From an optimization exercise on the open Yosys and OpenROAD flow, aimed at small area, a short achievable clock period and few clock cycles; shortcuts taken in it are not production practice. The RTL was checked by simulation tests, not by an equivalence proof against the original design.

==> flow/design.v (excerpt) <==
module UT_TOP (
    clk, rst_n, in_valid, in_time,
    out_valid, out_display, out_day
);
For scale: ~82 flip-flops, about 42 I/O pins.
==> module UT_TOP, before the edit <==
module UT_TOP (
    clk, rst_n, in_valid, in_time,
    out_valid, out_display, out_day
);
input clk, rst_n, in_valid;
input [30:0] in_time;
output reg out_valid;
output reg [3:0] out_display;
output reg [2:0] out_day;
reg [4:0] cnt;                 
reg [27:0] S;                  
reg [4:0] hh;                  
reg [2:0] m1; reg [3:0] m0;    
reg [2:0] s1; reg [3:0] s0;    
reg [2:0] w;                   
reg [10:0] RB;                 
reg [2:0] yt; reg [3:0] yn;    
wire idle = (cnt == 5'd0);
wire ph_a = (cnt >= 5'd1) && (cnt <= 5'd4);
wire ph_b = (cnt >= 5'd5) && (cnt <= 5'd8);    
function [3:0] dec10; input [3:0] d;
    reg c;
    begin
        c = d[3] | d[2] & (d[1] | d[0]);
        dec10 = {c, d[3] & d[0] | ~c & d[2], d[1] & (~d[2] | d[0]) | d[3] & ~d[0], d[0] ^ c};
    end
endfunction
function [2:0] dec6; input [2:0] d;
    reg c;
    begin
        c = d[2] | d[1] & d[0];
        dec6 = {c, d[2] & d[0] | ~d[2] & d[1] & ~d[0], d[0] ^ c};
    end
endfunction
reg [4:0] th; reg [2:0] tm1; reg [3:0] tm0; reg [2:0] ts1; reg [3:0] ts0;
reg [27:0] tS; reg [6:0] qd;
reg [3:0] e0, e2; reg [2:0] e1, e3; reg c4;
integer k;
always @(*) begin
    th = hh; tm1 = m1; tm0 = m0; ts1 = s1; ts0 = s0; tS = S;
    for (k = 6; k >= 0; k = k - 1) begin
        e0 = dec10(ts0); e1 = dec6(ts1); e2 = dec10(tm0); e3 = dec6(tm1);
        c4 = th[4] | (th[3] & th[2]);
        ts0 = {e0[2:0], tS[27]};
        ts1 = {e1[1:0], e0[3]};
        tm0 = {e2[2:0], e1[2]};
        tm1 = {e3[1:0], e2[3]};
        th  = {th[4] & th[2] | ~c4 & th[3], c4 ? th[4] & ~th[2] : th[2], th[1:0], e3[2]};
        tS  = {tS[26:0], c4};
        qd[k] = c4;
    end
end
function [2:0] add7; input [2:0] a; input [2:0] b;
    reg [3:0] t;
    begin
        t = a + b;
        add7 = t[2:0] + t[3];
    end
endfunction
wire [2:0] w_n = add7(add7({w[1:0], w[2]}, S[5:3]), add7(S[2:0], {2'b0, S[6]}));
reg [1:0] bb;
always @(*) begin
    case (cnt[1:0])
    2'd1: bb = S[4:3];            
    2'd2: bb = S[9:8];            
    2'd3: bb = {S[14], 1'b1};     
    default: bb = 2'b00;
    endcase
end
wire [11:0] x1 = {RB, bb[1]};
wire q1 = x1 >= 12'd1461;
wire [10:0] r1a = q1 ? x1 - 12'd1461 : x1[10:0];
wire [11:0] x2 = {r1a, bb[0]};
wire q2 = x2 >= 12'd1461;
wire [10:0] r2 = q2 ? x2 - 12'd1461 : x2[10:0];
wire [3:0] ya = dec10({1'b0, yt});
wire [3:0] yb = dec10(yn);
wire [3:0] yc = dec10({ya[2:0], yb[3]});
wire [3:0] yd = dec10({yb[2:0], q1});
wire [2:0] yt_n = {yc[1:0], yd[3]};
wire [3:0] yn_n = {yd[2:0], q2};
wire [3:0] ytf = {yt, yn >= 4'd5};
wire leap = ~yn[0] & (yn[1] ^ yt[0]);         
wire [8:0] doy = RB[10:2];
wire late = {doy, ~leap} >= 10'd119;           
wire hi   = {doy, ~leap} >= 10'd425;           
wire [8:0] kadd = hi ? (leap ? -9'd213 : -9'd212) : late ? (leap ? 9'd1 : 9'd2) : 9'd0;
wire [8:0] rsum = doy + kadd;
wire [7:0] r = rsum[7:0];
wire [7:0] rs = RB[7:0];
wire [1:0] pair = rs >= 8'd183 ? 2'd3 : rs >= 8'd122 ? 2'd2 : rs >= 8'd61 ? 2'd1 : 2'd0;
wire [5:0] rr = rs - pair * 6'd61;
wire sec = rr >= 6'd31;
wire [4:0] d0 = sec ? rr - 6'd31 : rr;       
wire [3:0] mon = (RB[10] ? 4'd8 : 4'd1) + RB[9:7];
reg [3:0] dt, dn;
always @(*) begin
    if (RB[4:0] >= 5'd29)      begin dt = 3; dn = RB[4:0] - 5'd29; end
    else if (RB[4:0] >= 5'd19) begin dt = 2; dn = RB[4:0] - 5'd19; end
    else if (RB[4:0] >= 5'd9)  begin dt = 1; dn = RB[4:0] - 5'd9;  end
    else                       begin dt = 0; dn = RB[4:0] + 5'd1;  end
end
always @(posedge clk or negedge rst_n) begin
    if (!rst_n) cnt <= 0;
    else if (idle) cnt <= in_valid ? 5'd1 : 5'd0;
    else if (cnt == 5'd19) cnt <= 0;
    else cnt <= cnt + 1;
end
always @(posedge clk) begin
    if (idle) S <= in_time[27:0];
    else S <= tS;
end
always @(posedge clk) begin
    if (idle) begin
        hh <= 0; m1 <= 0; m0 <= 0; s1 <= 0; s0 <= {1'b0, in_time[30:28]};
    end else if (ph_a) begin
        hh <= th; m1 <= tm1; m0 <= tm0; s1 <= ts1; s0 <= ts0;
    end
end
reg y2k;
always @(posedge clk) if (cnt == 5'd5) y2k <= S[14:0] >= 15'd10957;
always @(posedge clk) begin
    if (idle) w <= 3'd2;
    else if (cnt >= 5'd2 && cnt <= 5'd5) w <= w_n;
end
always @(posedge clk) begin
    if (ph_b && cnt != 5'd8) begin
        RB <= r2;
        yt <= yt_n; yn <= yn_n;
    end else if (cnt == 5'd4) begin
        RB <= {1'b0, tS[14:5]};
        yt <= 0; yn <= 0;
    end else if (ph_b) begin
        RB <= r1a;
        yt <= {ya[1:0], yb[3]}; yn <= {yb[2:0], q1};
    end else if (cnt == 5'd9)  RB <= {3'b0, r[7:0]} | {hi, 10'b0};
    else if (cnt == 5'd10) RB <= {RB[10], pair, sec, 2'b0, d0};
end
always @(posedge clk or negedge rst_n) begin
    if (!rst_n) begin
        out_valid <= 0; out_display <= 0; out_day <= 0;
    end else begin
        out_valid <= (cnt >= 5'd6);
        out_day <= (cnt >= 5'd6 && w != 3'd7) ? w : 3'd0;
        case (cnt)
        6:  out_display <= y2k ? 4'd2 : 4'd1;
        7:  out_display <= y2k ? 4'd0 : 4'd9;
        8:  out_display <= (ytf >= 4'd3) ? ytf - 4'd3 : ytf + 4'd7;
        9:  out_display <= yn;
        10: out_display <= {3'b0, RB[10] & (RB[7:0] >= 8'd61)};
        11: out_display <= (mon >= 4'd10) ? mon - 4'd10 : mon;
        12: out_display <= dt;
        13: out_display <= dn;
        14: out_display <= (hh >= 5'd20) ? 4'd2 : (hh >= 5'd10) ? 4'd1 : 4'd0;
        15: out_display <= (hh >= 5'd20) ? hh - 5'd20 : (hh >= 5'd10) ? hh - 5'd10 : hh;
        16: out_display <= {1'b0, m1};
        17: out_display <= m0;
        18: out_display <= {1'b0, s1};
        19: out_display <= s0;
        default: out_display <= 0;
        endcase
    end
end
endmodule
clock: 20.0 ns
lec_check: 0
abc_area: 1
cap_margin: 20
core_margin: 2
core_utilization: 70
slew_margin: 20
standard.sh (not shown) runs the stock make flow with config.mk's settings and CLKGATE_MAP_FILE= SYNTH_SCRIPT=/design/flow/synth_recipe.tcl, a recipe that flattens the netlist after the stock synthesis.
==> flow/flow/run.sh <==
#!/bin/bash
# Standard ORFS flow (the standard.sh), with the port buffers the standard flow's flow
# inserts on every input and output made from buf_1 cells instead of the
# default delay-buffer cell.
set -e
export BUFFER_PORTS_ARGS="-buffer_cell sky130_fd_sc_hd__buf_1"
bash standard.sh > standard.log 2>&1
Testbench counts at the start, summed over its fixed seeds: cycles 6,712.
Then changed:
--- a/flow/design.v
+++ b/flow/design.v
@@ -29,13 +29,19 @@
 reg [2:0] m1; reg [3:0] m0;    
 reg [2:0] s1; reg [3:0] s0;    
 reg [2:0] w;                   
 reg [10:0] RB;                 
 reg [2:0] yt; reg [3:0] yn;    
-wire idle = (cnt == 5'd0);
-wire ph_a = (cnt >= 5'd1) && (cnt <= 5'd4);
-wire ph_b = (cnt >= 5'd5) && (cnt <= 5'd8);    
+wire lo = ~cnt[4] & ~cnt[3];
+wire idle = lo & (cnt[2:0] == 3'd0);
+wire ph_a = lo & (cnt[2:0] != 3'd0) & ~(cnt[2] & (cnt[1] | cnt[0]));      
+wire ph_b2 = lo & cnt[2] & (cnt[1] | cnt[0]);                           
+wire ph_b1 = ~cnt[4] & cnt[3] & (cnt[2:0] == 3'd0);                       
+wire cn4 = lo & cnt[2] & ~cnt[1] & ~cnt[0];
+wire c9 = ~cnt[4] & cnt[3] & (cnt[2:0] == 3'd1);
+wire c10 = ~cnt[4] & cnt[3] & (cnt[2:0] == 3'd2);
+wire busy_out = cnt[4] | cnt[3] | (cnt[2] & cnt[1]);                    
 function [3:0] dec10; input [3:0] d;
     reg c;
     begin
         c = d[3] | d[2] & (d[1] | d[0]);
         dec10 = {c, d[3] & d[0] | ~c & d[2], d[1] & (~d[2] | d[0]) | d[3] & ~d[0], d[0] ^ c};
@@ -132,34 +138,34 @@
     end else if (ph_a) begin
         hh <= th; m1 <= tm1; m0 <= tm0; s1 <= ts1; s0 <= ts0;
     end
 end
 reg y2k;
-always @(posedge clk) if (cnt == 5'd5) y2k <= S[14:0] >= 15'd10957;
+always @(posedge clk) if (lo & (cnt[2:0] == 3'd5)) y2k <= S[14:0] >= 15'd10957;
 always @(posedge clk) begin
     if (idle) w <= 3'd2;
-    else if (cnt >= 5'd2 && cnt <= 5'd5) w <= w_n;
+    else if (lo & (cnt[2] ^ cnt[1])) w <= w_n;                     
 end
 always @(posedge clk) begin
-    if (ph_b && cnt != 5'd8) begin
+    if (ph_b2) begin
         RB <= r2;
         yt <= yt_n; yn <= yn_n;
-    end else if (cnt == 5'd4) begin
+    end else if (cn4) begin
         RB <= {1'b0, tS[14:5]};
         yt <= 0; yn <= 0;
-    end else if (ph_b) begin
+    end else if (ph_b1) begin
         RB <= r1a;
         yt <= {ya[1:0], yb[3]}; yn <= {yb[2:0], q1};
-    end else if (cnt == 5'd9)  RB <= {3'b0, r[7:0]} | {hi, 10'b0};
-    else if (cnt == 5'd10) RB <= {RB[10], pair, sec, 2'b0, d0};
+    end else if (c9)  RB <= {3'b0, r[7:0]} | {hi, 10'b0};
+    else if (c10) RB <= {RB[10], pair, sec, 2'b0, d0};
 end
 always @(posedge clk or negedge rst_n) begin
     if (!rst_n) begin
         out_valid <= 0; out_display <= 0; out_day <= 0;
     end else begin
-        out_valid <= (cnt >= 5'd6);
-        out_day <= (cnt >= 5'd6 && w != 3'd7) ? w : 3'd0;
+        out_valid <= busy_out;
+        out_day <= (busy_out && w != 3'd7) ? w : 3'd0;
         case (cnt)
         6:  out_display <= y2k ? 4'd2 : 4'd1;
         7:  out_display <= y2k ? 4'd0 : 4'd9;
         8:  out_display <= (ytf >= 4'd3) ? ytf - 4'd3 : ytf + 4'd7;
         9:  out_display <= yn;
The changed run finished clean.
Critical path depth does not change.
Wire length drops slightly.
Via count fell by a few percent.
Core utilization is lower by 0.93 points.
Final cell count is lower slightly.
Worst setup slack loses 0.011 ns.
Cell area fell slightly.
Maximum frequency hardly moves.
Count of clock-buffer cells in the layout is unchanged.
Testbench counts after the change, summed over its fixed seeds: cycles 6,712.

## what the ideal ports hide
No port has a modelled driver above. Below, the same layouts with a new extraction and two added sets of constraints. Step 1 (the two cells are an assumption about what drives the block):
set clk [get_ports {clk}]
set_driving_cell -lib_cell sky130_fd_sc_hd__clkbuf_16 $clk
set_driving_cell -lib_cell sky130_fd_sc_hd__buf_2 [delete_from_list [all_inputs] $clk]
Step 2, shift: input delay + t, output delay - t, t = (earliest + latest rising clock arrival at the registers) / 2. This alone moves slack from input paths to output paths. Three values: ideal, step 1, step 2; two values: the first two.
run | shift t [ns] | setup WS [ns] | worst setup path at the end
the first run | 0.406 | 15.132 / 15.095 / 15.200 | register to register
the second run | 0.412 | 15.121 / 15.085 / 15.255 | input, reset recovery
After both steps setup and hold are still met in every run listed. The worst setup slack also covers recovery checks on asynchronous resets.
